This design comes from an exercise in tuning for a short achievable clock period and few clock cycles on the open sky130 flow, not from production work. Only simulation tests tie the RTL to the original design; equivalence was not proved. Power and IR drop assume default switching activity.

===== design/flow/config.mk =====
export PLATFORM = sky130hd
export DESIGN_NAME = cpu
export DESIGN_NICKNAME = cpu
export VERILOG_FILES = /design/flow/design.v
export SDC_FILE = /design/flow/constraint.sdc
export NUM_CORES = 4
export LEC_CHECK = 0
export CAP_MARGIN = 20
export CORE_MARGIN = 2
export CORE_UTILIZATION = 40
export SETUP_SLACK_MARGIN = 4
export SLEW_MARGIN = 20

===== design/flow/constraint.sdc =====
create_clock -name core_clock -period 6.0 [get_ports {clk}]
set_input_delay 1.2000 -clock core_clock [delete_from_list [all_inputs] [get_ports {clk}]]
set_output_delay 1.2000 -clock core_clock [all_outputs]
set_load 0.01 [all_outputs]

===== design/flow/design.v =====
module cpu(clk,reset,s,in,out,N,V,Z,w,mem_addr,mem_cmd);
	input clk, reset, s;
	input [15:0] in;
	output N, V, Z, w;
	output [1:0] mem_cmd;
	output [8:0] mem_addr;
	output [15:0] out;
	reg N, V, Z, w;
	reg [1:0] mem_cmd;
	reg [8:0] mem_addr;
	reg [15:0] out;
	localparam BW = 2;           
	localparam BN = 1 << BW;     
	function [7:0] onehot;
		input [2:0] n;
		onehot = 8'b1 << n;
	endfunction
	function [57:0] decode;
		input [15:0] x;
		reg movi, movr, add, cmp, andi, mvn, ldr, str, halt;
		reg [7:0] ma, md, mm, rmask, wmask, dest;
		begin
			movi = (x[15:11] == 5'b11010);
			movr = (x[15:11] == 5'b11000);
			add  = (x[15:11] == 5'b10100);
			cmp  = (x[15:11] == 5'b10101);
			andi = (x[15:11] == 5'b10110);
			mvn  = (x[15:11] == 5'b10111);
			ldr  = (x[15:13] == 3'b011);
			str  = (x[15:13] == 3'b100);
			halt = (x[15:13] == 3'b111);
			ma = onehot(x[10:8]);
			md = onehot(x[7:5]);
			mm = onehot(x[2:0]);
			rmask = ({8{add | cmp | andi | ldr | str}} & ma) |
			        ({8{str}} & md) |
			        ({8{movr | add | cmp | andi | mvn}} & mm);
			dest = movi ? ma : md;
			wmask = {8{movi | movr | add | andi | mvn | ldr}} & dest;
			decode = {halt, str, ldr, mvn, andi, cmp, add, movr, movi,
			          movi | movr | add | andi | mvn,
			          rmask, wmask, ma, md, mm, dest};
		end
	endfunction
	reg [8:0] pc;           
	reg busF, busL;         
	reg prevF, prevL;       
	reg [7:0] bus_ld;       
	reg [7:0] ld_rd;        
	reg [16*BN-1:0] ib;
	reg [BW-1:0] wp, rp;
	reg [BW:0] cnt;
	reg empty;
	reg [15:0] q0;
	reg [57:0] qd;
	reg v0;
	reg ex_v, ex_wen, ex_add, ex_cmp, ex_ldr, ex_str, ex_and, ex_cin;
	reg [7:0] ex_rd;        
	reg [7:0] ex_addm;      
	reg [7:0] ex_ldm;       
	reg [15:0] A, B, S;
	wire d_halt = qd[57], d_str = qd[56], d_ldr = qd[55], d_mvn = qd[54];
	wire d_and = qd[53], d_cmp = qd[52], d_add = qd[51], d_movr = qd[50], d_movi = qd[49];
	wire d_wen = qd[48];
	wire [7:0] rmask = qd[47:40], wmask = qd[39:32];
	wire [7:0] ma = qd[31:24], md = qd[23:16], mm = qd[15:8], dest = qd[7:0];
	wire [15:0] sum, early;
	wire [2:0] fl;
	ALU alu(.A(A), .B(B), .cin(ex_cin), .sel_and(ex_and),
	        .sum(sum), .early(early), .flags(fl));
	wire [15:0] res = ex_add ? sum : early;
	wire [15:0] ra, rb, rs;
	regfile RF(.clk(clk),
	           .we1(ex_v & ex_wen), .wn1(ex_rd), .wd1(res),
	           .we2(prevL), .wn2(ld_rd), .wd2(in),
	           .sel_a(ma), .sel_b(mm), .sel_s(md),
	           .da(ra), .db(rb), .ds(rs));
	wire fw_ok = ex_v & ex_wen & ~ex_add;
	wire [15:0] va = (fw_ok & |(ex_rd & ma)) ? early : (prevL & |(ld_rd & ma)) ? in : ra;
	wire [15:0] vb = (fw_ok & |(ex_rd & mm)) ? early : (prevL & |(ld_rd & mm)) ? in : rb;
	wire [15:0] vs = (fw_ok & |(ex_rd & md)) ? early : (prevL & |(ld_rd & md)) ? in : rs;
	wire [15:0] vb_sh;
	shifter SH(.in(vb), .shift(q0[4:3]), .sout(vb_sh));
	wire [15:0] sx5 = {{11{q0[4]}}, q0[4:0]};
	wire [15:0] sx8 = {{8{q0[7]}}, q0[7:0]};
	wire [15:0] nextB = d_movi ? sx8 :
	                    (d_ldr | d_str) ? sx5 :
	                    ((d_cmp | d_mvn) ? ~vb_sh : vb_sh);
	wire hz = |(rmask & (ex_addm | ex_ldm | (bus_ld & {8{busL}}))) | |(wmask & ex_ldm);
	wire rd_go = v0 & ~d_halt & ~w & ~hz;
	always @(posedge clk) begin
		A <= va;
		B <= nextB;
		S <= vs;
		ex_rd <= dest;
		ex_wen <= d_wen;
		ex_add <= d_add;
		ex_cmp <= d_cmp;
		ex_ldr <= d_ldr;
		ex_str <= d_str;
		ex_and <= d_and;
		ex_cin <= d_cmp;
		ex_addm <= dest & {8{d_add & rd_go}};
		ex_ldm <= dest & {8{d_ldr & rd_go}};
		if (reset)
			ex_v <= 1'b0;
		else
			ex_v <= rd_go;
	end
	wire in_halt = ~v0 & empty & prevF & (in[15:13] == 3'b111);
	wire halt_now = ((v0 & d_halt) | in_halt) & ~(ex_v & ex_str);
	always @(posedge clk) begin
		if (ex_v & ex_cmp) begin
			N <= fl[2];
			V <= fl[1];
			Z <= fl[0];
		end
		if (reset)
			w <= 1'b0;
		else if (halt_now)
			w <= 1'b1;
	end
	wire ex_mem = ex_v & (ex_ldr | ex_str);
	reg [BW+1:0] outst;
	wire fetch = s & ~(v0 & d_halt) & ~w & (outst <= BN);
	wire fetch_go = fetch & ~ex_mem;
	wire [BW+1:0] outst_f = fetch_go ? outst + 1'b1 : outst;
	wire [BW+1:0] outst_fd = fetch_go ? outst : outst - 1'b1;
	always @(posedge clk) begin
		if (reset)
			outst <= 1;
		else
			outst <= rd_go ? outst_fd : outst_f;
	end
	always @(posedge clk) begin
		if (reset) begin
			mem_cmd <= 2'd1;
			mem_addr <= 9'd0;
			pc <= 9'd1;
			busF <= 1'b1;
			busL <= 1'b0;
			prevF <= 1'b0;
			prevL <= 1'b0;
		end else begin
			prevF <= busF;
			prevL <= busL;
			if (ex_mem) begin
				mem_cmd <= ex_ldr ? 2'd1 : 2'd2;
				mem_addr <= sum[8:0];
				busF <= 1'b0;
				busL <= ex_ldr;
			end else if (fetch) begin
				mem_cmd <= 2'd1;
				mem_addr <= pc;
				pc <= pc + 9'd1;
				busF <= 1'b1;
				busL <= 1'b0;
			end else begin
				mem_cmd <= 2'd0;
				busF <= 1'b0;
				busL <= 1'b0;
			end
		end
		out <= S;
		bus_ld <= ex_rd;
		ld_rd <= bus_ld;
	end
	wire ld0 = rd_go | ~v0;
	wire avail = ~empty | prevF;
	wire take = ld0 & avail;
	wire [15:0] bh = ib[16*rp +: 16];
	wire [15:0] nq = empty ? in : bh;
	wire [BW:0] cnt_t = prevF ? cnt : cnt - 1'b1;
	wire [BW:0] cnt_n = prevF ? cnt + 1'b1 : cnt;
	wire empty_t = prevF ? empty : (cnt == 1);
	wire empty_n = empty & ~prevF;
	always @(posedge clk) begin
		if (prevF)
			ib[16*wp +: 16] <= in;
		if (take) begin
			q0 <= nq;
			qd <= decode(nq);
		end
		if (reset) begin
			wp <= 0;
			rp <= 0;
			cnt <= 0;
			empty <= 1'b1;
			v0 <= 1'b0;
		end else begin
			if (prevF)
				wp <= wp + 1'b1;
			if (take)
				rp <= rp + 1'b1;
			cnt <= take ? cnt_t : cnt_n;
			empty <= take ? empty_t : empty_n;
			if (ld0)
				v0 <= avail;
		end
	end
endmodule
module regfile(clk,we1,wn1,wd1,we2,wn2,wd2,sel_a,sel_b,sel_s,da,db,ds);
	input clk, we1, we2;
	input [7:0] wn1, wn2;            
	input [15:0] wd1, wd2;
	input [7:0] sel_a, sel_b, sel_s;  
	output [15:0] da, db, ds;
	reg [16*8-1:0] R;
	function [15:0] rd;
		input [7:0] sel;
		input [16*8-1:0] r;
		integer k;
		begin
			rd = 16'b0;
			for (k = 0; k < 8; k = k + 1)
				rd = rd | (r[16*k +: 16] & {16{sel[k]}});
		end
	endfunction
	assign da = rd(sel_a, R);
	assign db = rd(sel_b, R);
	assign ds = rd(sel_s, R);
	integer i;
	always @(posedge clk) begin
		for (i = 0; i < 8; i = i + 1) begin
			if (we1 && wn1[i])
				R[16*i +: 16] <= wd1;
			else if (we2 && wn2[i])
				R[16*i +: 16] <= wd2;
		end
	end
endmodule
module shifter(in,shift,sout);
	input [15:0] in;
	input [1:0] shift;
	output [15:0] sout;
	reg [15:0] sout;
	always @(*) begin
		case(shift)
			0: sout = in;
			1: sout = {in[14:0], 1'b0};
			2: sout = {1'b0, in[15:1]};
			default: sout = {in[15], in[15:1]};
		endcase
	end
endmodule
module ALU(A,B,cin,sel_and,sum,early,flags);
	input [15:0] A, B;
	input cin, sel_and;
	output [15:0] sum, early;
	output [2:0] flags;
	wire [16:0] s17 = {A, 1'b1} + {B, cin};
	assign sum = s17[16:1];
	assign early = sel_and ? (A & B) : B;
	wire [15:0] p = A ^ B;
	wire [15:0] t = A | B;
	wire zero = &(p ~^ {t[14:0], cin});
	assign flags = {sum[15], (A[15] != B[15]) && (sum[15] != A[15]), zero};
endmodule

===== design/flow/run.sh =====
#!/bin/bash
# synth_recipe.tcl (not shown) runs the flow's synth.tcl, then flattens the netlist and writes it again
# the make line also repeats each setting of config.mk as NAME=value (left out here)
make -C /OpenROAD-flow-scripts/flow DESIGN_CONFIG=/design/flow/config.mk WORK_HOME=/design/flow/orfs CLKGATE_MAP_FILE= SYNTH_SCRIPT=/design/flow/synth_recipe.tcl finish

==> flow_metrics.tcl, run 1 <==
set metrics [dict create \
    layout-drive-gt1-share_pct 34.9 \
    num_io_pins 50 \
    drt-initial-drc-count 2934 \
    pwr-share-seq_pct 28.2 \
    drt_pass1_iterations 9 \
    die_h_um 233 \
    core-area_um2 51600 \
    antenna_found_initial 0 \
    cts_max_level 2 \
    syn_inst 2091 \
    switching_power_uw 5920 \
    crit_slowest_cell "dfxtp_4" \
    synth_top_area_cell "edfxtp_1" \
    setup_viol 0 \
    critPathLaunchType "flip-flop" \
    clk_latency_ns 0.62 \
    synth-seq-cells 409 \
    row_count 83 \
    required_ns 6.32 \
    clockRootBuffer "clkbuf_16" \
    place_hpwl_mm 47.9 \
    netlist_area_um2 21000 \
    cp.arrival_ns 3.06 \
    rsz0062_at_grt "yes" \
    clock.fmax_mhz 365 \
    grt_pass1_wl_mm 120 \
    synth_nets 2154 \
    start_util_pct 40.7 \
    internal-power_uw 8680 \
    fin_crit_ns 2.74 \
    mostFrequentLayoutCells "edfxtp_1, nand2_1, buf_4, a22oi_1" \
    remaining_drc_errors 0 \
    instances_no_fill 3025 \
    powerDensity_nw_per_um2 508 \
    setup_tns_ns 0 \
    wirelength_mm 84.5 \
    max_stage_delay_ns 0.37 \
    grt_max_degree 39 \
    clockPowerShare_pct 20.2 \
    synth_area_per_cell_um2 10.0 \
    ant_nets 0 \
    port_buffers 49 \
    routed_via_density 6.33 \
    ys_warn_count 3 \
    worst_path_most_repeated_cell "buf_12" \
    grt_pass1_vias 18300 \
    areaGrowthSynthToFinish_pct 37.1 \
    status "timing/DRC/antenna clean" \
    die_w_um 233 \
    slew_headroom_pct 38.7 \
    ys_seq_area_share_pct 51.4 \
    critPathMaxFanout 8 \
    cts.path.max_buffers 3 \
    crit_chain "a211o_1 -> a222oi_1 -> nand4_1 -> nor2_4 -> buf_12 -> buf_6 -> a2bb2oi_4 -> buf_6 -> buf_12 -> buf_12 -> buf_16" \
    finalHoldViolations 0 \
    cts_buffers 45 \
    yosys-top-cells-area "edfxtp_1, dfxtp_1, o21ai_0" \
    min_path_type "reg2reg" \
    place_congestion 0.924 \
    hold_buffers 0 \
    power_uw 14600 \
    synth_cell_type_count 71 \
    drv_slew 0 \
    layout_commonest_cell "edfxtp_1" \
    cts_sinks 409 \
    post-route-period-util_pct 45.6 \
    cap_violations 0 \
    clk_pin_slew_ns 0.06 \
    leakagePower_uw 0.0111 \
    ir_worst_vdd_mv 0.273 \
    nets 2371 \
    synthFlopType "edfxtp_1" \
    dp_cells 2706 \
    finClkSkew_ns 0.0256 \
    dieArea_um2 54300 \
    track_usage_pct 30.2 \
    detail_route.wl_per_cell_um 27.9 \
    via_count 19200 \
    fillCellCount 4172 \
    grt_overflow 0 \
    switching_share_pct 40.6 \
    pwr-share-comb_pct 51.6 \
    yosysTopAreaCellShare_pct 37.2 \
    crit_type "reg2reg" \
    n_antenna_cell 0 \
    final_util_pct 55.7 \
    end_kind "flip-flop" \
    worstMarginPinSlew_ns 0.909 \
    synthArstFlopShare_pct 0 \
    cts_tree "done" \
    synth_edf_count 260 \
]
-- flip-flops by register name, indices dropped and copies added, names as in the netlist, 2 cells and up --
name      cells
ib           64
rp            2
outst         4
bus_ld        8
ld_rd         8
ex_rd         8
B            16
mem_cmd       2
S            16
pc            9
q0            8
mem_addr      9
ex_ldm        8
cnt           3
RF.R        128
out          16
wp            2
A            16
ex_addm       8
qd           57
-- per-stage QoR --
stage | hold slack, ns | cell area [um^2] | worst slack, ns
after global routing | 0.329 | 28800 | 3.18
final | 0.325 | 28800 | 3.26
after global placement | 0.310 | 22500 | 1.96
after CTS | 0.325 | 27600 | 3.30
after detailed placement | 0.312 | 22500 | 1.87
after floorplan | 0.310 | 21600 | 2.59
-- repair_timing --
item                       CTS  global route
gates cloned                16             3
buffers inserted           168            48
pin swaps                  127            90
setup endpoints to repair  581           399
resized for setup          595           224
-- per-layer routing --
layer | vias up | share of wire, % | track usage, %
li1 | 8200 | - | -
met1 | 9232 | 38 | 39.4
met2 | 1389 | 44 | 45.9
met3 | 334 | 12 | 7.97
met4 | 0 | 6.2 | 16.0
met5 | - | 0 | 0
-- critical path: cells and delay by family, from the launching register on --
| family | cells | cell delay (ns) |
|---|---|---|
| AOI/OAI and AO/OA | 3 | 0.91 |
| DFF | 1 | 0.37 |
| and+or+nand+nor | 2 | 0.40 |
| buffers and inverters | 6 | 0.74 |
-- worst paths after layout --
kind              cells after the start      to  slack (ns)  startpoint
setup reg to reg                     11  qd[13]        3.26        busL
hold reg to reg                       0  out[1]        0.33        S[1]
setup / recovery                     11  qd[13]        3.26        busL
hold / removal                        0  out[1]        0.33        S[1]
-- power by group through the flow --
stage | clock network (uW) | logic, uW | registers, uW
6_report | 2940 | 7540 | 4120
5_1_grt | 3070 | 7820 | 4170
4_1_cts | 2940 | 6610 | 4080
3_5_place_dp | 0 | 4360 | 4240
3_3_place_gp | 0 | 4320 | 4230
2_1_floorplan | 0 | 3120 | 3930
-- synth_stat cells (14+ instances only) --
library cell	instances
mux2_2	29
xor2_1	35
a221oi_1	37
nand2_1	276
o21ai_0	235
a22oi_1	148
nand4_1	61
o21ai_1	22
or3_1	14
a21oi_1	46
xnor2_1	26
a22o_1	37
clkbuf_1	118
ha_1	42
buf_2	15
nor2b_1	17
nor3_1	23
mux4_2	16
and3_1	20
o211ai_1	35
inv_1	127
nor2_1	95
dfxtp_1	149
mux2i_1	36
edfxtp_1	260
-- cell type report --
| class | instances | area, um^2 | area share [%] |
|---|---|---|---|
| clock buffers | 72 | 1450 | 5.05 |
| clock inverters | 12 | 115 | 0.400 |
| inverters | 128 | 508 | 1.77 |
| multi-input cells | 1404 | 11400 | 39.8 |
| flip-flops and latches | 409 | 10900 | 37.8 |
| well taps | 680 | 851 | 2.96 |
| repair buffers | 320 | 3530 | 12.3 |
-- cells by family after synthesis --
kind of cell,Yosys count,share of synthesized area (%)
flops,409,51.4
simple gates,561,12.3
buf+inv,285,5.47
xor+xnor,61,2.55
fa+ha+maj,44,2.70
mux,87,5.51
compound gates,644,20.0
Testbench counts, summed over its fixed seeds: cycles 8,289.
==> run 2, diff against run 1 <==
--- a/design/flow/design.v
+++ b/design/flow/design.v
@@ -58,5 +58,9 @@
 	reg [7:0] ex_rd;        
-	reg [7:0] ex_addm;      
 	reg [7:0] ex_ldm;       
+	reg hz;                 
+	reg [2:0] fsa, fsb, fss;
 	reg [15:0] A, B, S;
+	reg w_v;
+	reg [7:0] w_rd;
+	reg [15:0] w_val;
 	wire d_halt = qd[57], d_str = qd[56], d_ldr = qd[55], d_mvn = qd[54];
@@ -70,6 +74,10 @@
 	        .sum(sum), .early(early), .flags(fl));
-	wire [15:0] res = ex_add ? sum : early;
+	always @(posedge clk) begin
+		w_v <= ~reset & ex_v & ex_wen;
+		w_rd <= ex_rd;
+		w_val <= ex_add ? sum : early;
+	end
 	wire [15:0] ra, rb, rs;
 	regfile RF(.clk(clk),
-	           .we1(ex_v & ex_wen), .wn1(ex_rd), .wd1(res),
+	           .we1(w_v), .wn1(w_rd), .wd1(w_val),
 	           .we2(prevL), .wn2(ld_rd), .wd2(in),
@@ -77,6 +85,11 @@
 	           .da(ra), .db(rb), .ds(rs));
-	wire fw_ok = ex_v & ex_wen & ~ex_add;
-	wire [15:0] va = (fw_ok & |(ex_rd & ma)) ? early : (prevL & |(ld_rd & ma)) ? in : ra;
-	wire [15:0] vb = (fw_ok & |(ex_rd & mm)) ? early : (prevL & |(ld_rd & mm)) ? in : rb;
-	wire [15:0] vs = (fw_ok & |(ex_rd & md)) ? early : (prevL & |(ld_rd & md)) ? in : rs;
+	function [15:0] pick;
+		input [2:0] f;
+		input [15:0] e, wv, l, r;
+		pick = ({16{f[2]}} & e) | ({16{f[1]}} & wv) | ({16{f[0]}} & l) |
+		       ({16{~|f}} & r);
+	endfunction
+	wire [15:0] va = pick(fsa, early, w_val, in, ra);
+	wire [15:0] vb = pick(fsb, early, w_val, in, rb);
+	wire [15:0] vs = pick(fss, early, w_val, in, rs);
 	wire [15:0] vb_sh;
@@ -88,3 +101,2 @@
 	                    ((d_cmp | d_mvn) ? ~vb_sh : vb_sh);
-	wire hz = |(rmask & (ex_addm | ex_ldm | (bus_ld & {8{busL}}))) | |(wmask & ex_ldm);
 	wire rd_go = v0 & ~d_halt & ~w & ~hz;
@@ -102,3 +114,2 @@
 		ex_cin <= d_cmp;
-		ex_addm <= dest & {8{d_add & rd_go}};
 		ex_ldm <= dest & {8{d_ldr & rd_go}};
@@ -111,8 +122,7 @@
 	wire halt_now = ((v0 & d_halt) | in_halt) & ~(ex_v & ex_str);
-	always @(posedge clk) begin
-		if (ex_v & ex_cmp) begin
-			N <= fl[2];
-			V <= fl[1];
-			Z <= fl[0];
-		end
+	reg [2:0] flags;
+	always @(posedge clk) begin
+		if (ex_v & ex_cmp)
+			flags <= fl;
+		{N, V, Z} <= (ex_v & ex_cmp) ? fl : flags;
 		if (reset)
@@ -172,2 +182,19 @@
 	wire [15:0] nq = empty ? in : bh;
+	wire [57:0] dn = decode(nq);
+	wire nx_early = rd_go & d_wen & ~d_add;
+	wire nx_slow = rd_go & (d_add | d_ldr);
+	wire nw_v = ex_v & ex_wen;
+	function [2:0] fsel;
+		input [7:0] m;
+		reg e, f, l;
+		begin
+			e = nx_early & |(dest & m);
+			f = nw_v & |(ex_rd & m);
+			l = busL & |(bus_ld & m);
+			fsel = {e, f & ~e, l & ~e & ~f};
+		end
+	endfunction
+	wire hz_keep = |(rmask & ex_ldm);
+	wire [7:0] busy_n = ex_ldm | (dest & {8{nx_slow}});
+	wire hz_take = |(dn[47:40] & busy_n);
 	wire [BW:0] cnt_t = prevF ? cnt : cnt - 1'b1;
@@ -179,6 +206,8 @@
 			ib[16*wp +: 16] <= in;
-		if (take) begin
-			q0 <= nq;
-			qd <= decode(nq);
-		end
+		q0 <= take ? nq : (q0 & {16{v0}});
+		qd <= take ? dn : (qd & {58{v0}});
+		hz <= take ? hz_take : hz_keep;
+		fsa <= take ? fsel(dn[31:24]) : fsel(ma);
+		fsb <= take ? fsel(dn[15:8]) : fsel(mm);
+		fss <= take ? fsel(dn[23:16]) : fsel(md);
 		if (reset) begin
--- a/design/flow/config.mk
+++ b/design/flow/config.mk
@@ -9,3 +9,3 @@
 export CORE_MARGIN = 2
-export CORE_UTILIZATION = 40
+export CORE_UTILIZATION = 50
 export SETUP_SLACK_MARGIN = 4
==> run 2 against run 1 <==
  * Still clean on timing, DRC and antenna
  * Die area down 14%
  * Flip-flop and latch count is 11 higher
  * Hold slack lost 0.00051 ns
  * Clock-buffer cell count shrank 7
  * Highest routed layer is now met5
==> flow_metrics.tcl, run 2 <==
set metrics [dict create \
    layout_commonest_cell "nand2_1" \
    remaining_drc_errors 0 \
    setup_tns_ns 0 \
    use_met3_pct 10.4 \
    min_path_type "reg2reg" \
    powerDensity_nw_per_um2 442 \
    synthArstFlopShare_pct 0 \
    synth_cell_type_count 84 \
    clock.fmax_mhz 348 \
    synth_top_area_cell "edfxtp_1" \
    synth_compound_area_share_pct 19.5 \
    grt_overflow 0 \
    place_hpwl_mm 51.8 \
    grt_max_degree 70 \
    grt_pass1_vias 19400 \
    drt-initial-drc-count 3272 \
    grt_pass1_wl_mm 125 \
    synthXorXnorAreaFrac_pct 2.30 \
    row_count 77 \
    cap_violations 0 \
    critPathLaunchType "flip-flop" \
    ant_nets 0 \
    track_usage_pct 36.1 \
    multi_input_area_um2 12400 \
    instances_no_fill 3043 \
    register_area_um2 10400 \
    nets 2475 \
    synth_edf_count 195 \
    yosysTopAreaCellShare_pct 26.1 \
    crit_type "reg2reg" \
    critPathMaxFanout 5 \
    rsz0062_at_grt "yes" \
    num_io_pins 50 \
    synth_nets 2347 \
    synthFlopType "dfxtp_1" \
    wirelength_mm 88.8 \
    synthAdderAreaFrac_pct 2.52 \
    setup_viol 0 \
    synth_area_per_cell_um2 9.82 \
    clk_latency_ns 0.60 \
    drv_slew 0 \
    place_congestion 0.918 \
    dp_cells 2772 \
    cp.arrival_ns 3.36 \
    synth-seq-cells 420 \
    cts_sinks 420 \
    die_w_um 216 \
    top_register "RF.R" \
    pre_cts_slack_ns 1.52 \
    fillCellCount 3510 \
    detail_route.wl_per_cell_um 29.2 \
    core-area_um2 44200 \
    ir_worst_vdd_mv 0.243 \
    leakagePower_uw 0.0106 \
    clk_pin_slew_ns 0.06 \
    end_kind "flip-flop" \
    synth.most_common_cell "nand2_1" \
    largest_reg_flops 128 \
    top_usage_layer "met2" \
    routed_via_density 6.74 \
    yosys-top-cells-area "edfxtp_1, dfxtp_1, a22oi_1" \
    clockRootBuffer "clkbuf_16" \
    layout-drive-gt1-share_pct 33.4 \
    cts.path.max_buffers 3 \
    synthMuxAreaShare_pct 11.3 \
    finClkSkew_ns 0.0335 \
    antenna_found_initial 2 \
    drt_pass1_iterations 9 \
    cts_max_level 2 \
    port_buffers 49 \
    slew_headroom_pct 19.6 \
    mostFrequentLayoutCells "nand2_1, a22oi_1, edfxtp_1, dfxtp_1, buf_4" \
    dieArea_um2 46500 \
    reg_top3 "RF.R: 128 flops, ib: 64 flops, qd: 49 flops" \
    die_h_um 216 \
    finalHoldViolations 0 \
    via_count 20500 \
    cts_buffers 48 \
    grt_use_met1_pct 48.5 \
    post-route-period-util_pct 47.9 \
    power_uw 12600 \
    r2r_setup_slack_ns 3.13 \
    worstMarginPinSlew_ns 1.20 \
    status "timing/DRC/antenna clean" \
    synth_top_family_by_area "compound AO/OA/AOI/OAI gates" \
    grtUsageMet2_pct 54.1 \
    ys_seq_area_share_pct 46.2 \
    final_util_pct 64.6 \
    hold_buffers 0 \
    cts_tree "done" \
    required_ns 6.49 \
    syn_inst 2284 \
    fin_crit_ns 2.87 \
    setup_slack_ns 3.13 \
    netlist_area_um2 22400 \
    yosys.area_share.simple_pct 12.4 \
    areaGrowthSynthToFinish_pct 27.5 \
    synthTopCellsByCount "nand2_1, a22oi_1, dfxtp_1, edfxtp_1, o21ai_0" \
    ys_warn_count 3 \
    start_util_pct 50.7 \
]
## run 2: changes by cell type after synthesis, moves of 15 or more
cell and change:
mux2_2 +120, o21ai_1 -21, buf_1 +19, a221oi_1 -15, o211ai_1 -33, dfxtp_1 +76, clkbuf_1 +42, o21ai_0 -70
a22oi_1 +86, nand3_1 +64, a22o_1 -19, a222oi_1 +34, edfxtp_1 -65
## run 2: cell type report
type / instances / area share (%)
multi-input combinational: 1539 / 43.2
sequential: 420 / 36.5
timing repair buffer: 284 / 10.5
clock buffer: 65 / 4.68
tap: 592 / 2.59
inverter: 117 / 1.74
clock inverter: 23 / 0.692
timing repair inverter: 2 / 0.0700
antenna: 1 / 0.00876
## run 2: worst max-delay path, stage by stage (launching register included)
cell and delay (ns):
dfxtp_4 0.39, buf_12 0.11, buf_16 0.12, mux4_2 0.58, mux2i_4 0.26, or2b_4 0.19, nor2_4 0.04, a221oi_2 0.32
o21ai_1 0.10, or4_1 0.42, o31a_1 0.24
## run 2: cells by family after synthesis
kind of cell	after synthesis
XOR/XNOR	59
buffers and inverters	327
flip-flops	420
multiplexers	211
adder cells (fa/ha/maj)	44
AO/OA/AOI/OAI	627
AND/OR/NAND/NOR	596
## run 2: layer usage
layer  wire (um)  vias up
li1            -     8800
met5          28        -
met1       34300     9886
met3       11500      338
met4        4430        2
met2       38600     1473
## run 2: through the flow
step                hold WS [ns]  instance area [um^2]
detailed placement         0.312                 23600
global placement           0.311                 23600
finish                     0.325                 28600
global route               0.328                 28600
CTS                        0.325                 27300
floorplan                  0.310                 23000
## run 2: final timing paths
kind | from | endpoint | depth (start not counted)
setup / recovery | rp[0] | hz | 10
hold / removal | S[4] | out[4] | 0
hold reg to reg | S[4] | out[4] | 0
setup reg to reg | rp[0] | hz | 10
## run 2: power breakdown
| part | internal (uW) | switching, uW |
|---|---|---|
| Combinational | 2320 | 3130 |
| Sequential | 3540 | 711 |
| Clock | 1690 | 1220 |
| Total | 7560 | 5070 |
## run 2: repair_timing
item / in CTS / in global routing
setup buffers: 120 / 45
setup endpoints to repair: 500 / 148
resized for setup: 504 / 183
gates cloned: 11 / 6
pin swaps: 99 / 101
Testbench counts of run 2, summed over its fixed seeds: cycles 8,287.
==> run 3, diff against run 2 <==
--- a/design/flow/config.mk
+++ b/design/flow/config.mk
@@ -9,3 +9,3 @@
 export CORE_MARGIN = 2
-export CORE_UTILIZATION = 50
+export CORE_UTILIZATION = 40
 export SETUP_SLACK_MARGIN = 4
==> run 3 against run 2 <==
  * Still clean on timing, DRC and antenna
  * Global-route usage is 5.8 points lower
  * Setup slack gained 0.025 ns
  * Flip-flop and latch count is the same
  * Critical path type is now in2reg
  * First-iteration DRC count down 3.0%
==> flow_metrics.tcl, run 3 <==
set metrics [dict create \
    status "timing/DRC/antenna clean" \
    instances_no_fill 3204 \
    num_io_pins 50 \
    switching_power_uw 4980 \
    grt_overflow 0 \
    power_uw 12400 \
    wirelength_mm 92.2 \
    clockPowerShare_pct 23.3 \
    largest_reg_flops 128 \
    areaGrowthSynthToFinish_pct 27.2 \
    nets 2478 \
    ant_nets 0 \
    cp.arrival_ns 3.33 \
    crit_chain "clkbuf_4 -> o22a_1 -> nand2_1 -> a22o_4 -> nand4b_1 -> a21oi_1 -> or4_1 -> o31a_1" \
    syn_inst 2284 \
    powerDensity_nw_per_um2 435 \
    cts.path.max_buffers 3 \
    place_hpwl_mm 54.6 \
    leakagePower_uw 0.0106 \
    cts_max_level 2 \
    ys_seq_area_share_pct 46.2 \
    multi_input_area_um2 12200 \
    grt_pass1_vias 19600 \
    worst-path-buf-inv 1 \
    clockRootBuffer "clkbuf_16" \
    cts_tree "done" \
    synth_edf_count 195 \
    synthTopCellsByCount "nand2_1, a22oi_1, dfxtp_1, edfxtp_1, o21ai_0" \
    drv_slew 0 \
    synthArstFlopShare_pct 0 \
    place_congestion 0.964 \
    synth_top_area_cell "edfxtp_1" \
    min_path_type "reg2reg" \
    port_buffers 49 \
    synth_nets 2347 \
    dp_cells 2941 \
    drt_pass1_iterations 7 \
    critPathMaxFanout 18 \
    ys_warn_count 3 \
    grt_pass1_wl_mm 129 \
    layout-drive-gt1-share_pct 32.8 \
    detail_route.wl_per_cell_um 28.8 \
    synth_area_per_cell_um2 9.82 \
    required_ns 6.48 \
    switching_share_pct 40.1 \
    reg_top3 "RF.R: 128 flops, ib: 64 flops, qd: 49 flops" \
    pwr-share-comb_pct 42.6 \
    remaining_drc_errors 0 \
    max_stage_delay_ns 0.53 \
    cts_buffers 45 \
    antenna_found_initial 3 \
    crit_type "in2reg" \
    grt_max_degree 71 \
    synth_cell_type_count 84 \
    cts_sinks 420 \
    top_register "RF.R" \
    fin_crit_ns 2.85 \
    synth.most_common_cell "nand2_1" \
    setup_tns_ns 0 \
    finalHoldViolations 0 \
    final_cell_area_um2 28500 \
    rsz0062_at_grt "yes" \
    die_w_um 241 \
    post-route-period-util_pct 47.5 \
    dieArea_um2 58000 \
    netlist_area_um2 22400 \
    worstMarginPinSlew_ns 1.21 \
    fillCellCount 4896 \
    track_usage_pct 30.3 \
    ir_worst_vdd_mv 0.220 \
    yosysTopAreaCellShare_pct 26.1 \
    critPathLaunchType "input port" \
    setup_viol 0 \
    crit_slowest_cell "or4_1" \
    drt-initial-drc-count 3175 \
    layout_commonest_cell "nand2_1" \
    via_count 20700 \
    yosys-top-cells-area "edfxtp_1, dfxtp_1, a22oi_1" \
    core-area_um2 55300 \
    internal-power_uw 7430 \
    routed_via_density 6.47 \
    die_h_um 241 \
    clock.fmax_mhz 351 \
    synth-seq-cells 420 \
    clk_pin_slew_ns 0.06 \
    crit_family "compound AO/OA/AOI/OAI gates" \
    register_area_um2 10400 \
    synthFlopType "dfxtp_1" \
    start_util_pct 40.5 \
    place_area_um2 23900 \
    clk_latency_ns 0.60 \
    end_kind "flip-flop" \
    cap_violations 0 \
    pwr-share-seq_pct 34.1 \
    mostFrequentLayoutCells "nand2_1, a22oi_1, edfxtp_1, dfxtp_1, buf_4" \
    finClkSkew_ns 0.0193 \
    row_count 86 \
    slew_headroom_pct 19.4 \
]
-- run 3: final cells by class --
| type | count | area share (%) |
|---|---|---|
| diodes | 4 | 0.0351 |
| clock buffers | 62 | 4.62 |
| clock inverters | 22 | 0.684 |
| inverters | 117 | 1.65 |
| multi-input cells | 1539 | 42.6 |
| flip-flops and latches | 420 | 36.6 |
| well taps | 748 | 3.28 |
| repair buffers | 291 | 10.4 |
| repair inverters | 1 | 0.0570 |
-- run 3: kinds of logic (layout without fill, tap and decap cells) --
logic type | Yosys count | in the layout | synth area share (%)
buf+inv | 327 | 493 | 5.83
simple gates | 596 | 597 | 12.4
compound gates | 627 | 627 | 19.5
other cells | 0 | 4 | 0
xor+xnor | 59 | 59 | 2.30
flops | 420 | 420 | 46.2
fa+ha+maj | 44 | 44 | 2.52
mux | 211 | 212 | 11.3
-- run 3: final timing paths --
kind           from  endpoint  slack (ns)  cells past startpoint
max          in[14]        hz        3.15                      8
min           S[14]   out[14]        0.33                      0
max reg2reg   rp[0]        hz        3.16                      9
min reg2reg   S[14]   out[14]        0.33                      0
-- run 3: repair_timing --
| item | in CTS | in global routing |
|---|---|---|
| setup buffers | 107 | 58 |
| pin swaps | 95 | 98 |
| hold buffers | 0 | 0 |
| setup endpoints to repair | 450 | 188 |
| cloned | 4 | 6 |
| resized for setup | 507 | 153 |
-- run 3: metrics by stage --
stage          hold WS, ns  worst slack [ns]  utilization (%)
2_1_floorplan        0.310              2.98                -
3_3_place_gp         0.310              1.85             43.3
3_5_place_dp         0.313              1.83             43.3
4_1_cts              0.327              3.20             49.4
5_1_grt              0.330              3.09             51.5
6_report             0.325              3.15             51.6
-- run 3: power groups by stage --
stage	combinational (uW)	clock [uW]	sequential, uW
CTS	4640	2900	4180
detailed placement	3930	0	4210
floorplan	2930	0	3810
global route	5560	3000	4270
finish	5290	2890	4240
global placement	3870	0	4200
-- run 3: layer usage --
layer  up-vias  GRT usage, %  wire length (um)
met5         -             0                11
met4         2          14.8              6170
met3       460          9.29             11800
met2      1623          46.9             39700
met1      9827          38.4             34500
li1       8802             -                 -
==> run 4, diff against run 3 <==
--- a/design/flow/design.v
+++ b/design/flow/design.v
@@ -11,4 +11,3 @@
 	reg [15:0] out;
-	localparam BW = 2;           
-	localparam BN = 1 << BW;     
+	localparam FN = 6;           
 	function [7:0] onehot;
@@ -49,6 +48,4 @@
 	reg [7:0] ld_rd;        
-	reg [16*BN-1:0] ib;
-	reg [BW-1:0] wp, rp;
-	reg [BW:0] cnt;
-	reg empty;
+	reg [16*FN-1:0] ib;     
+	reg [FN-1:0] occ;       
 	reg [15:0] q0;
@@ -120,4 +117,4 @@
 	end
-	wire in_halt = ~v0 & empty & prevF & (in[15:13] == 3'b111);
-	wire halt_now = ((v0 & d_halt) | in_halt) & ~(ex_v & ex_str);
+	wire in_halt = ~v0 & ~occ[0] & prevF & (in[15:13] == 3'b111);
+	wire halt_now = ((v0 & d_halt) | in_halt) & ~(ex_v & (ex_str | ex_cmp));
 	reg [2:0] flags;
@@ -126,3 +123,3 @@
 			flags <= fl;
-		{N, V, Z} <= (ex_v & ex_cmp) ? fl : flags;
+		{N, V, Z} <= flags;
 		if (reset)
@@ -133,7 +130,7 @@
 	wire ex_mem = ex_v & (ex_ldr | ex_str);
-	reg [BW+1:0] outst;
-	wire fetch = s & ~(v0 & d_halt) & ~w & (outst <= BN);
+	reg [3:0] outst;
+	wire fetch = s & ~(v0 & d_halt) & ~w & (outst < FN);
 	wire fetch_go = fetch & ~ex_mem;
-	wire [BW+1:0] outst_f = fetch_go ? outst + 1'b1 : outst;
-	wire [BW+1:0] outst_fd = fetch_go ? outst : outst - 1'b1;
+	wire [3:0] outst_f = fetch_go ? outst + 1'b1 : outst;
+	wire [3:0] outst_fd = fetch_go ? outst : outst - 1'b1;
 	always @(posedge clk) begin
@@ -178,6 +175,4 @@
 	wire ld0 = rd_go | ~v0;
-	wire avail = ~empty | prevF;
-	wire take = ld0 & avail;
-	wire [15:0] bh = ib[16*rp +: 16];
-	wire [15:0] nq = empty ? in : bh;
+	wire take = ld0 & occ[0];
+	wire [15:0] nq = ib[15:0];
 	wire [57:0] dn = decode(nq);
@@ -199,9 +194,14 @@
 	wire hz_take = |(dn[47:40] & busy_n);
-	wire [BW:0] cnt_t = prevF ? cnt : cnt - 1'b1;
-	wire [BW:0] cnt_n = prevF ? cnt + 1'b1 : cnt;
-	wire empty_t = prevF ? empty : (cnt == 1);
-	wire empty_n = empty & ~prevF;
-	always @(posedge clk) begin
-		if (prevF)
-			ib[16*wp +: 16] <= in;
+	wire [FN:0] occ1 = {1'b0, occ};
+	wire [FN:0] occ0 = {occ, 1'b1};    
+	integer i;
+	always @(posedge clk) begin
+		for (i = 0; i < FN; i = i + 1) begin
+			if (take)
+				ib[16*i +: 16] <= (prevF & occ1[i] & ~occ1[i+1]) ? in :
+				                  ((i + 1 < FN) ? ib[16*(i+1) +: 16] : 16'b0);
+			else
+				ib[16*i +: 16] <= (prevF & ~occ1[i] & occ0[i]) ? in :
+				                  (ib[16*i +: 16] & {16{occ[i]}});
+		end
 		q0 <= take ? nq : (q0 & {16{v0}});
@@ -213,16 +213,11 @@
 		if (reset) begin
-			wp <= 0;
-			rp <= 0;
-			cnt <= 0;
-			empty <= 1'b1;
+			occ <= 0;
 			v0 <= 1'b0;
 		end else begin
-			if (prevF)
-				wp <= wp + 1'b1;
 			if (take)
-				rp <= rp + 1'b1;
-			cnt <= take ? cnt_t : cnt_n;
-			empty <= take ? empty_t : empty_n;
+				occ <= prevF ? occ : {1'b0, occ[FN-1:1]};
+			else
+				occ <= prevF ? {occ[FN-2:0], 1'b1} : occ;
 			if (ld0)
-				v0 <= avail;
+				v0 <= occ[0];
 		end
--- a/design/flow/config.mk
+++ b/design/flow/config.mk
@@ -10,2 +10,4 @@
 export CORE_UTILIZATION = 40
+export CTS_CLUSTER_DIAMETER = 60
+export CTS_CLUSTER_SIZE = 24
 export SETUP_SLACK_MARGIN = 4
==> run 4 against run 3 <==
  * Still clean
  * Register-to-register slack improved by 0.52 ns
  * Clock power about the same
  * Hold slack improved by 0.0019 ns
==> flow_metrics.tcl, run 4 <==
set metrics [dict create \
    synth_top_area_cell "dfxtp_1" \
    post-route-period-util_pct 38.7 \
    synth-seq-cells 453 \
    slew_headroom_pct 32.0 \
    dp_cells 2960 \
    fillCellCount 5145 \
    cts_tree "done" \
    synthArstFlopShare_pct 0 \
    reg_top3 "RF.R: 128 flops, ib: 96 flops, qd: 49 flops" \
    detail_route.wl_per_cell_um 27.1 \
    finClkSkew_ns 0.0398 \
    cp.arrival_ns 1.12 \
    yosys-top-cells-area "dfxtp_1, edfxtp_1, a22oi_1" \
    end_kind "primary output" \
    wirelength_mm 86.1 \
    ys_seq_area_share_pct 45.6 \
    m1WireLength_mm 34.3 \
    min_path_type "reg2reg" \
    remaining_drc_errors 0 \
    max_stage_delay_ns 0.40 \
    n_antenna_cell 0 \
    hold_ws_ns 0.327 \
    wl_met2_mm 38.5 \
    wl_met3_mm 9.84 \
    crit_chain "buf_6" \
    clock.fmax_mhz 431 \
    clk_pin_slew_ns 0.10 \
    layout_commonest_cell "dfxtp_1" \
    clockRootBuffer "clkbuf_16" \
    crit_slowest_cell "dfxtp_4" \
    instances_no_fill 3174 \
    worst-path-buf-inv 1 \
    cap_violations 0 \
    synthFlopType "dfxtp_1" \
    antenna_found_initial 0 \
    grt_pass1_wl_mm 125 \
    cts.path.max_buffers 3 \
    drv_slew 0 \
    top_register "RF.R" \
    layout-drive-gt1-share_pct 29.8 \
    cts_max_level 2 \
    yosysTopAreaCellShare_pct 28.3 \
    num_io_pins 50 \
    ys_warn_count 3 \
    port_buffers 49 \
    setup_tns_ns 0 \
    crit_family "flip-flops" \
    rsz0062_at_grt "yes" \
    grt_pass1_vias 19700 \
    status "timing/DRC/antenna clean" \
    start_util_pct 40.4 \
    clk_latency_ns 0.61 \
    synthTopCellsByCount "dfxtp_1, nand2_1, a22oi_1, clkbuf_1, mux2_2" \
    row_count 87 \
    cts_sinks 453 \
    via_count 20700 \
    critPathLaunchType "flip-flop" \
    grt_max_degree 66 \
    leakagePower_uw 0.0105 \
    dr.max_layer_used "met4" \
    r2r_setup_slack_ns 3.68 \
    hold_buffers 0 \
    synth.most_common_cell "dfxtp_1" \
    ant_nets 0 \
    cts_buffers 40 \
    dieArea_um2 58900 \
    powerDensity_nw_per_um2 280 \
    track_usage_pct 27.6 \
    setup_viol 0 \
    required_ns 4.80 \
    place_congestion 0.921 \
    largest_reg_flops 128 \
    worstMarginPinSlew_ns 1.02 \
    synth_nets 2400 \
    drt_pass1_iterations 10 \
    synth_area_per_cell_um2 9.72 \
    syn_inst 2345 \
    mostFrequentLayoutCells "dfxtp_1, nand2_1, a22oi_1, mux2_2, edfxtp_1" \
    die_h_um 243 \
    synth_edf_count 131 \
    crit_type "reg2out" \
    critPathMaxFanout 2 \
    synth_cell_type_count 83 \
    areaGrowthSynthToFinish_pct 22.7 \
    finalHoldViolations 0 \
    core-area_um2 56400 \
    ir_worst_vdd_mv 0.227 \
    routed_via_density 6.52 \
    die_w_um 243 \
    fin_crit_ns 2.32 \
    nets 2441 \
    grt_overflow 0 \
    netlist_area_um2 22800 \
    place_hpwl_mm 52.4 \
    drt-initial-drc-count 2940 \
]
[run 4: cell types whose count changed after synthesis, sizes merged, moves of 17 or more]
cell | before | now
inv | 116 | 84
a222oi | 35 | 64
a22o | 18 | 45
edfxtp | 195 | 131
a32oi | 2 | 32
buf | 48 | 72
dfxtp | 225 | 322
o21ai | 167 | 77
a21oi | 44 | 74
and3 | 17 | 37
xnor2 | 27 | 10
a221o | 0 | 18
[run 4: cell families after synthesis]
group	share of synthesized area (%)
compound gates	23.0
simple gates	12.8
flops	45.6
buf+inv	5.90
mux	9.28
xor+xnor	1.38
fa+ha+maj	2.04
[run 4: power by group]
part	switching, uW	total [uW]	internal, uW
clock network	1410	2870	1470
registers	249	3540	3290
logic	802	1400	602
[run 4: area by class of cell]
cell class	count	area [um^2]	share of cell area (%)
multi-input cells	1577	12400	44.5
inverters	85	323	1.16
clock buffers	44	1060	3.78
flip-flops and latches	453	10500	37.4
well taps	756	946	3.38
clock inverters	30	395	1.41
repair buffers	229	2330	8.34
[run 4: final timing paths]
check,to,startpoint,cells past startpoint
worst max-delay path,w,w,1
worst min-delay path,out[1],S[1],0
worst max register to register,mem_addr[8],B[0],8
worst min register to register,out[1],S[1],0
[run 4: through the flow]
| step | setup WS, ns | cell area [um^2] | power [uW] | util (%) |
|---|---|---|---|---|
| final | 3.68 | 27900 | 7810 | 49.6 |
| after global routing | 3.64 | 27900 | 8060 | 49.6 |
| after CTS | 3.66 | 26800 | 7690 | 47.6 |
| after detailed placement | 2.67 | 23800 | 4650 | 42.1 |
| after global placement | 2.71 | 23800 | 4630 | 42.1 |
| after floorplan | 3.66 | 23100 | 4270 | - |
[run 4: routing by layer]
layer  GRT usage (%)  vias to the layer above
met2            43.4                     1357
met4            10.1                        0
li1                -                     9017
met5               0                        -
met3            6.61                      291
met1            36.9                    10000
[run 4: timing repair]
item	in CTS	in global routing
gates resized for setup	409	173
setup buffers	81	43
pin swaps	82	148
cloned	6	10
setup endpoints to repair	405	207
Testbench counts of run 4, summed over its fixed seeds: cycles 8,272.
==> run 5, diff against run 4 <==
--- a/design/flow/config.mk
+++ b/design/flow/config.mk
@@ -10,4 +10,2 @@
 export CORE_UTILIZATION = 40
-export CTS_CLUSTER_DIAMETER = 60
-export CTS_CLUSTER_SIZE = 24
 export SETUP_SLACK_MARGIN = 4
==> run 5 against run 4 <==
  * Fmax shrank 0.32%
  * Clock power grew about 10%
  * Clock skew shrank 0.014 ns
  * Clock-buffer cell count grew 31
  * Critical path depth is the same
  * Via count grew 0.97%
==> flow_metrics.tcl, run 5 <==
set metrics [dict create \
    drt-initial-drc-count 2861 \
    dieArea_um2 58900 \
    critPathMaxFanout 2 \
    synth.most_common_cell "dfxtp_1" \
    cap_violations 0 \
    crit_family "flip-flops" \
    multi_input_area_um2 12600 \
    final_cell_area_um2 28700 \
    critPathLaunchType "flip-flop" \
    ant_nets 0 \
    clockRootBuffer "clkbuf_16" \
    netlist_area_um2 22800 \
    num_io_pins 50 \
    min_path_type "reg2reg" \
    synthTopCellsByCount "dfxtp_1, nand2_1, a22oi_1, clkbuf_1, mux2_2" \
    rsz0062_at_grt "yes" \
    die_h_um 243 \
    fillCellCount 5049 \
    ys_seq_area_share_pct 45.6 \
    synth_cell_type_count 83 \
    hold_buffers 0 \
    finalHoldViolations 0 \
    fin_crit_ns 2.33 \
    grt_pass1_wl_mm 127 \
    place_congestion 0.921 \
    core-area_um2 56400 \
    cp.arrival_ns 1.13 \
    track_usage_pct 28.0 \
    place_hpwl_mm 52.4 \
    yosys-top-cells-area "dfxtp_1, edfxtp_1, a22oi_1" \
    final_util_pct 51.0 \
    die_w_um 243 \
    worstMarginPinSlew_ns 1.03 \
    layout-drive-gt1-share_pct 30.9 \
    antenna_found_initial 0 \
    mostFrequentLayoutCells "dfxtp_1, nand2_1, a22oi_1, mux2_2, edfxtp_1" \
    grt_overflow 0 \
    reg_top3 "RF.R: 128 flops, ib: 96 flops, qd: 49 flops" \
    place_area_um2 23800 \
    synth_nets 2400 \
    grt_max_degree 66 \
    synth_edf_count 131 \
    register_area_um2 10500 \
    yosysTopAreaCellShare_pct 28.3 \
    port_buffers 49 \
    instances_no_fill 3203 \
    worst-path-buf-inv 1 \
    crit_type "reg2out" \
    crit_chain "buf_6" \
    top_register "RF.R" \
    n_antenna_cell 0 \
    ir_worst_vdd_mv 0.226 \
    synthFlopType "dfxtp_1" \
    powerDensity_nw_per_um2 285 \
    clk_latency_ns 0.62 \
    layout_commonest_cell "dfxtp_1" \
    remaining_drc_errors 0 \
    end_kind "primary output" \
    dp_cells 2960 \
    setup_tns_ns 0 \
    via_count 20900 \
    drv_slew 0 \
    post-route-period-util_pct 38.8 \
    cts_buffers 50 \
    row_count 87 \
    synth_top_area_cell "dfxtp_1" \
    routed_via_density 6.53 \
    cts.path.max_buffers 3 \
    syn_inst 2345 \
    leakagePower_uw 0.0109 \
    ys_warn_count 3 \
    synth_area_per_cell_um2 9.72 \
    synthArstFlopShare_pct 0 \
    largest_reg_flops 128 \
    required_ns 4.80 \
    start_util_pct 40.4 \
    setup_viol 0 \
    areaGrowthSynthToFinish_pct 26.1 \
    cts_max_level 2 \
    detail_route.wl_per_cell_um 28.0 \
    crit_slowest_cell "dfxtp_4" \
    r2r_setup_slack_ns 3.68 \
    cts_tree "done" \
    nets 2466 \
    grt_pass1_vias 19900 \
    wirelength_mm 89.6 \
    finClkSkew_ns 0.0254 \
    status "timing/DRC/antenna clean" \
    max_stage_delay_ns 0.39 \
    cts_sinks 453 \
    drt_pass1_iterations 8 \
    clk_pin_slew_ns 0.06 \
    synth-seq-cells 453 \
    clock.fmax_mhz 430 \
    slew_headroom_pct 31.1 \
]
==> run 5: cell count changes in the layout (fill, tap and decap cells not counted), moves of 6 or more <==
cell / delta
inv_8: -6
clkbuf_1: +10
nand2_2: -10
a32oi_1: -14
inv_6: -6
a22oi_2: +7
clkbuf_16: +22
nand2_1: +10
a22oi_1: -7
a32oi_2: +14
==> run 5: area by class of cell <==
class / instances / share of cell area, %
timing repair buffer: 246 / 9.54
sequential: 453 / 36.5
tap: 756 / 3.29
multi-input combinational: 1575 / 43.8
clock buffer: 75 / 5.30
clock inverter: 13 / 0.518
inverter: 85 / 1.13
==> run 5: cells by family (layout without fill, tap and decap cells) <==
family	count (synthesis)	after routing	share of synthesized area (%)
AOI/OAI and AO/OA	689	691	23.0
xor gates and xnor gates	36	36	1.38
adders and majority gates	36	36	2.04
buffers and inverters	327	419	5.90
DFF	453	453	45.6
muxes	184	184	9.28
and+or+nand+nor	620	628	12.8
==> run 5: what timing repair did <==
item / CTS / global route
cloned: 5 / 21
buffers inserted: 82 / 47
endpoints found under the setup margin: 405 / 218
resized for setup: 391 / 226
pin swaps: 86 / 184
==> run 5: per-stage QoR <==
| stage | power [uW] | worst slack [ns] | hold slack (ns) |
|---|---|---|---|
| after global placement | 4630 | 2.71 | 0.310 |
| after global routing | 8450 | 3.66 | 0.331 |
| after CTS | 7950 | 3.67 | 0.327 |
| after detailed placement | 4650 | 2.67 | 0.313 |
| after floorplan | 4270 | 3.66 | 0.310 |
| final | 8200 | 3.67 | 0.324 |
==> run 5: path summary, 6_finish.rpt <==
kind,cells past startpoint,from,end
min,0,S[14],out[14]
max reg2reg,8,B[0],mem_addr[8]
max,1,w,w
min reg2reg,0,S[14],out[14]
==> run 5: layer usage <==
| metal | GRT usage (%) | vias up | share of wire, % |
|---|---|---|---|
| met5 | 0 | - | 0 |
| met4 | 10.6 | 0 | 4.9 |
| met3 | 7.60 | 334 | 12 |
| met2 | 43.5 | 1379 | 44 |
| met1 | 37.0 | 10100 | 39 |
| li1 | - | 9064 | - |
==> run 5: power by group <==
group	switching, uW	internal [uW]	total, uW
combinational	837	654	1490
sequential	256	3290	3550
clock	1320	1840	3160
==> run 6, diff against run 5 <==
--- a/design/flow/config.mk
+++ b/design/flow/config.mk
@@ -9,3 +9,3 @@
 export CORE_MARGIN = 2
-export CORE_UTILIZATION = 40
+export CORE_UTILIZATION = 50
 export SETUP_SLACK_MARGIN = 4
==> run 6 against run 5 <==
  * Clock skew shrank 0.00052 ns
  * Setup slack better by 0.016 ns
  * Non-clock buffer count down 21
  * Cell count decreased by 5.4%
  * Synthesized area did not move
  * Combinational power is 3% lower
  * Wire length down 0.29%
  * Flip-flop and latch count stayed put
  * Total power fell by 1.8%
  * Still clean
  * Synthesized cell count stayed put
  * Highest routed layer is now met5
==> flow_metrics.tcl, run 6 <==
set metrics [dict create \
    status "timing/DRC/antenna clean" \
    cap_violations 0 \
    synthFlopType "dfxtp_1" \
    cts_max_level 2 \
    end_kind "primary output" \
    grt_pass1_wl_mm 127 \
    reg_top3 "RF.R: 128 flops, ib: 96 flops, qd: 49 flops" \
    die_h_um 217 \
    post-route-period-util_pct 38.5 \
    cts.path.max_buffers 3 \
    synth_edf_count 131 \
    clockRootBuffer "clkbuf_16" \
    cts_sinks 453 \
    num_io_pins 50 \
    layout_commonest_cell "dfxtp_1" \
    worst-path-buf-inv 1 \
    via_count 21000 \
    drt_pass1_iterations 10 \
    place_congestion 0.936 \
    wirelength_mm 89.4 \
    hold_ws_ns 0.320 \
    synth_cell_type_count 83 \
    yosysTopAreaCellShare_pct 28.3 \
    antenna_found_initial 4 \
    worstMarginPinSlew_ns 1.04 \
    row_count 78 \
    cts_tree "done" \
    ant_nets 0 \
    clk_latency_ns 0.62 \
    pre_cts_slack_ns 2.71 \
    track_usage_pct 35.8 \
    crit_chain "buf_6" \
    synth_area_per_cell_um2 9.72 \
    place_hpwl_mm 51.2 \
    cts_buffers 51 \
    syn_inst 2345 \
    crit_type "reg2out" \
    powerDensity_nw_per_um2 287 \
    start_util_pct 50.4 \
    ir_worst_vdd_mv 0.223 \
    clock.fmax_mhz 432 \
    drt-initial-drc-count 2914 \
    synth-seq-cells 453 \
    synth_nets 2400 \
    finalHoldViolations 0 \
    netlist_area_um2 22800 \
    finClkSkew_ns 0.0248 \
    areaGrowthSynthToFinish_pct 23.1 \
    yosys-top-cells-area "dfxtp_1, edfxtp_1, a22oi_1" \
    die_w_um 217 \
    crit_family "flip-flops" \
    layout-drive-gt1-share_pct 30.5 \
    place_area_um2 23500 \
    grt_overflow 0 \
    max_stage_delay_ns 0.39 \
    fin_crit_ns 2.31 \
    setup_slack_ns 3.69 \
    dieArea_um2 47300 \
    required_ns 4.80 \
    hold_buffers 0 \
    nets 2443 \
    port_buffers 49 \
    grt_max_degree 103 \
    synth.most_common_cell "dfxtp_1" \
    grt_pass1_vias 19800 \
    top_register "RF.R" \
    detail_route.wl_per_cell_um 29.5 \
    slew_headroom_pct 30.2 \
    setup_tns_ns 0 \
    crit_slowest_cell "dfxtp_4" \
    setup_viol 0 \
    ys_warn_count 3 \
    final_cell_area_um2 28100 \
    ys_seq_area_share_pct 45.6 \
    leakagePower_uw 0.0106 \
    mostFrequentLayoutCells "dfxtp_1, nand2_1, a22oi_1, mux2_2, edfxtp_1" \
    core-area_um2 45200 \
    critPathMaxFanout 3 \
    remaining_drc_errors 0 \
    critPathLaunchType "flip-flop" \
    clk_pin_slew_ns 0.06 \
    synth_top_area_cell "dfxtp_1" \
    routed_via_density 6.93 \
    cp.arrival_ns 1.11 \
    drv_slew 0 \
    largest_reg_flops 128 \
    min_path_type "reg2reg" \
    synthTopCellsByCount "dfxtp_1, nand2_1, a22oi_1, clkbuf_1, mux2_2" \
    synthArstFlopShare_pct 0 \
    rsz0062_at_grt "yes" \
]
## run 6: worst paths after layout
path         start     end  slack [ns]  depth (start not counted)
min reg2reg   S[9]  out[9]        0.32                          0
min           S[9]  out[9]        0.32                          0
max              w       w        3.69                          1
max reg2reg      w  fsa[0]        3.72                          9
## run 6: timing repair
action / in CTS / in global routing
buffers inserted: 81 / 38
pin swaps: 100 / 161
gates cloned: 12 / 9
endpoints found under the setup margin: 451 / 210
endpoints found under the hold margin: 0 / 0
gates resized for setup: 436 / 161
## run 6: metrics by stage
stage	utilization, %	power [uW]	std cells
CTS	59.5	7870	2982
global placement	52.0	4640	2795
global route	62.1	8280	3029
detailed placement	52.0	4650	2795
finish	62.1	8050	3030
floorplan	-	4270	2345
## run 6: final cells by class
class                      instances  area, um^2
antenna                            1        2.50
clock buffer                      77        1480
clock inverter                    17         135
fill                            3727       17100
inverter                          85         323
multi-input combinational       1572       12400
sequential                       453       10500
tap                              600         751
timing repair buffer             225        2470
## run 6: kinds of logic (layout without fill, tap and decap cells)
logic type,Yosys count,in the layout,synth area share [%]
simple gates,620,625,12.8
fa+ha+maj,36,36,2.04
buf+inv,327,404,5.90
mux,184,184,9.28
compound gates,689,691,23.0
flops,453,453,45.6
xor+xnor,36,36,1.38
other cells,0,1,0
## run 6: per-layer routing
layer  global-route usage [%]  wire (um)  vias to the layer above
met5                        0         11                        -
met4                     16.2       4520                        2
met3                     12.7      12000                      365
met2                     54.0      38700                     1474
met1                     46.0      34100                    10200
li1                         -          -                     9000
## run 6: power breakdown
part | internal (uW) | switching (uW)
sequential | 3290 | 255
clock | 1750 | 1320
combinational | 611 | 827
total | 5650 | 2400
==> run 7, diff against run 6 <==
--- a/design/flow/config.mk
+++ b/design/flow/config.mk
@@ -10,3 +10,3 @@
 export CORE_UTILIZATION = 50
-export SETUP_SLACK_MARGIN = 4
+export SETUP_SLACK_MARGIN = 5
 export SLEW_MARGIN = 20
==> run 7 against run 6 <==
  * Global-route usage up 9.0 points
  * Die area unchanged
  * Via count up 14%
  * Clock-buffer cell count down 5
  * Still clean
  * Combinational power up about 40%
  * Core utilization up 13 points
  * Fmax up 1.2%
==> flow_metrics.tcl, run 7 <==
set metrics [dict create \
    synthTopCellsByCount "dfxtp_1, nand2_1, a22oi_1, clkbuf_1, mux2_2" \
    clockPowerShare_pct 37.4 \
    setup_tns_ns 0 \
    max_stage_delay_ns 0.45 \
    grt_max_degree 39 \
    ant_nets 0 \
    synthAdderAreaFrac_pct 2.04 \
    cts.path.max_buffers 3 \
    finClkSkew_ns 0.0407 \
    setup_slack_ns 3.72 \
    die_h_um 217 \
    rsz0062_at_grt "yes" \
    routed_via_density 7.38 \
    clockRootBuffer "clkbuf_16" \
    worst-path-buf-inv 2 \
    required_ns 6.47 \
    grt_pass1_wl_mm 155 \
    switching_power_uw 2710 \
    layout-drive-gt1-share_pct 45.4 \
    synthXorXnorAreaFrac_pct 1.38 \
    drv_slew 0 \
    clk_pin_slew_ns 0.06 \
    cap_violations 0 \
    die_w_um 217 \
    detail_route.wl_per_cell_um 34.7 \
    rr_worst_depth 9 \
    crit_chain "buf_6 -> ha_4 -> a21o_1 -> a21o_1 -> a2111o_1 -> a221oi_4 -> xor2_2 -> buf_6 -> a21oi_2" \
    place_congestion 0.948 \
    synth.most_common_cell "dfxtp_1" \
    clk_latency_ns 0.63 \
    rr_startpoint "B[0]" \
    dp_cells 2800 \
    cts_sinks 453 \
    worstMarginPinSlew_ns 0.859 \
    largest_reg_flops 128 \
    cts_tree "done" \
    core-area_um2 45200 \
    pwr-share-comb_pct 22.7 \
    drt_pass1_iterations 10 \
    synth_area_per_cell_um2 9.72 \
    crit_path_end "mem_addr[8]" \
    synth_top_family_by_area "compound AO/OA/AOI/OAI gates" \
    finalHoldViolations 0 \
    leakagePower_uw 0.0131 \
    critPathLaunchType "flip-flop" \
    via_count 23900 \
    grt_pass1_vias 22000 \
    cp-startpoint "B[0]" \
    ys_seq_area_share_pct 45.6 \
    status "timing/DRC/antenna clean" \
    crit_slowest_cell "a2111o_1" \
    layout_commonest_cell "dfxtp_1" \
    setup_viol 0 \
    row_count 78 \
    place_hpwl_mm 53.9 \
    drt-initial-drc-count 4296 \
    powerDensity_nw_per_um2 263 \
    slew_headroom_pct 42.7 \
    track_usage_pct 44.8 \
    synth_edf_count 131 \
    synth_compound_area_share_pct 23.0 \
    nets 2648 \
    antenna_found_initial 2 \
    pre_cts_slack_ns 2.63 \
    cp.arrival_ns 2.75 \
    synth_top_area_cell "dfxtp_1" \
    reg_top3 "RF.R: 128 flops, ib: 96 flops, qd: 49 flops" \
    dieArea_um2 47300 \
    end_kind "flip-flop" \
    r2r-end "mem_addr[8]" \
    min_path_type "reg2reg" \
    mostFrequentLayoutCells "dfxtp_1, nand2_1, a22oi_1, buf_4, buf_6" \
    r2r_setup_slack_ns 3.72 \
    cts_max_level 2 \
    crit_family "compound AO/OA/AOI/OAI gates" \
    cts_buffers 51 \
    start_util_pct 50.4 \
    post-route-period-util_pct 38.1 \
    synthFlopType "dfxtp_1" \
    synth_nets 2400 \
    areaGrowthSynthToFinish_pct 48.0 \
    yosys-top-cells-area "dfxtp_1, edfxtp_1, a22oi_1" \
    remaining_drc_errors 0 \
    pwr-share-seq_pct 39.9 \
    top_register "RF.R" \
    ys_warn_count 3 \
    ir_worst_vdd_mv 0.217 \
    synthMuxAreaShare_pct 9.28 \
    fillCellCount 2903 \
    num_io_pins 50 \
    path_depth 9 \
    instances_no_fill 3233 \
    synth_cell_type_count 83 \
    yosys.area_share.simple_pct 12.8 \
    synthArstFlopShare_pct 0 \
    wirelength_mm 112 \
    switching_share_pct 30.6 \
    crit_type "reg2reg" \
    synth-seq-cells 453 \
    clock.fmax_mhz 438 \
    internal-power_uw 6150 \
    fin_crit_ns 2.28 \
    yosysTopAreaCellShare_pct 28.3 \
    syn_inst 2345 \
    netlist_area_um2 22800 \
    port_buffers 49 \
    grt_overflow 0 \
    critPathMaxFanout 3 \
]
[run 7: cell counts after synthesis]
No cell type changed its count.
[run 7: area by class of cell]
type | count | area, um^2 | share of cell area (%)
inverters | 85 | 348 | 1.03
multi-input cells | 1612 | 15100 | 44.8
diodes | 1 | 2.50 | 0.00742
repair buffers | 390 | 5160 | 15.3
flip-flops and latches | 453 | 10600 | 31.4
clock inverters | 20 | 246 | 0.731
well taps | 600 | 751 | 2.23
clock buffers | 72 | 1500 | 4.44
[run 7: power groups by stage]
| stage | logic (uW) | clock network, uW | registers (uW) |
|---|---|---|---|
| floorplan | 987 | 0 | 3430 |
| global placement | 1170 | 0 | 3580 |
| detailed placement | 1180 | 0 | 3580 |
| CTS | 1750 | 3300 | 3520 |
| global route | 2060 | 3430 | 3550 |
| finish | 2010 | 3310 | 3540 |
[run 7: cells by family after synthesis]
family / Yosys count
compound gates: 689
simple gates: 620
flops: 453
mux: 184
fa+ha+maj: 36
buf+inv: 327
xor+xnor: 36
[run 7: worst min path at each step]
| stage | from | end | slack [ns] | cells past startpoint |
|---|---|---|---|---|
| after floorplan | S[0] | out[0] | 0.31 | 0 |
| after global placement | S[6] | out[6] | 0.31 | 0 |
| after detailed placement | S[11] | out[11] | 0.31 | 0 |
| after CTS | S[2] | out[2] | 0.33 | 0 |
| after global routing | S[2] | out[2] | 0.34 | 0 |
| final | S[3] | out[3] | 0.33 | 0 |
[run 7: metal layers]
metal	wire (um)	vias to the layer above	GRT usage (%)
met3	17300	661	17.0
met1	39700	11500	57.2
met5	0	-	0
met4	9070	0	26.6
met2	46200	2148	64.3
li1	-	9498	-
[run 7: what timing repair did]
item                       4_1_cts  5_1_grt
resized for setup              834      197
cloned                          74        8
pin swaps                      203      241
setup endpoints to repair      563      566
hold buffers                     0        0
setup buffers                  173       85
[run 7: worst register-to-register path: stages (launching register included)]
cell	delay, ns
dfxtp_4	0.36
buf_6	0.13
ha_4	0.16
a21o_1	0.14
a21o_1	0.19
a2111o_1	0.45
a221oi_4	0.32
xor2_2	0.20
buf_6	0.15
a21oi_2	0.06
[run 7: per-stage QoR]
step / util, % / total power (uW) / hold slack, ns / area [um^2]
3_5_place_dp: 54.9 / 4760 / 0.312 / 24800
6_report: 74.6 / 8870 / 0.332 / 33700
2_1_floorplan: - / 4410 / 0.310 / 25200
5_1_grt: 74.6 / 9050 / 0.337 / 33700
4_1_cts: 70.9 / 8570 / 0.327 / 32100
3_3_place_gp: 54.9 / 4750 / 0.311 / 24800

-- port drivers added, routing unchanged --
No port has a modelled driver above. Below, the same layouts with a new extraction and two added sets of constraints.
Step 1 assumes that a clkbuf_16 drives the clock port and a buf_2 every other input.
Step 2 adds t to the input delays and takes it off the output delays; t is the mean of the earliest and latest rising clock arrival at the registers after step 1. Input paths then give back, and output paths get back, about the clock's delay inside the block.
Three values: ideal, step 1, step 2; two values: the first two.
run	t, ns	setup WS [ns]	worst hold slack (ns)	worst setup path after step 2	worst slew at a driven data input, ns
run 1	0.669	3.263 / 3.263 / 2.905	0.325 / 0.325 / 0.325	input to register	0.05
run 2	0.643	3.126 / 3.126 / 2.592	0.325 / 0.325 / 0.325	input to register	0.08
run 3	0.650	3.151 / 3.131 / 2.481	0.325 / 0.325 / 0.325	input to register	0.08
run 4	0.647	3.679 / 3.618 / 3.411	0.327 / 0.327 / 0.327	input to register	0.06
run 5	0.667	3.672 / 3.610 / 3.351	0.324 / 0.324 / 0.324	input to register	0.05
run 6	0.665	3.688 / 3.629 / 3.312	0.320 / 0.320 / 0.320	input to register	0.04
run 7	0.677	3.715 / 3.666 / 3.332	0.332 / 0.332 / 0.332	input to register	0.15
After both steps setup and hold are still met in every run listed. The setup slack of run 3, which loses most, moves by -0.020 ns with the drivers and by -0.670 ns with both steps.
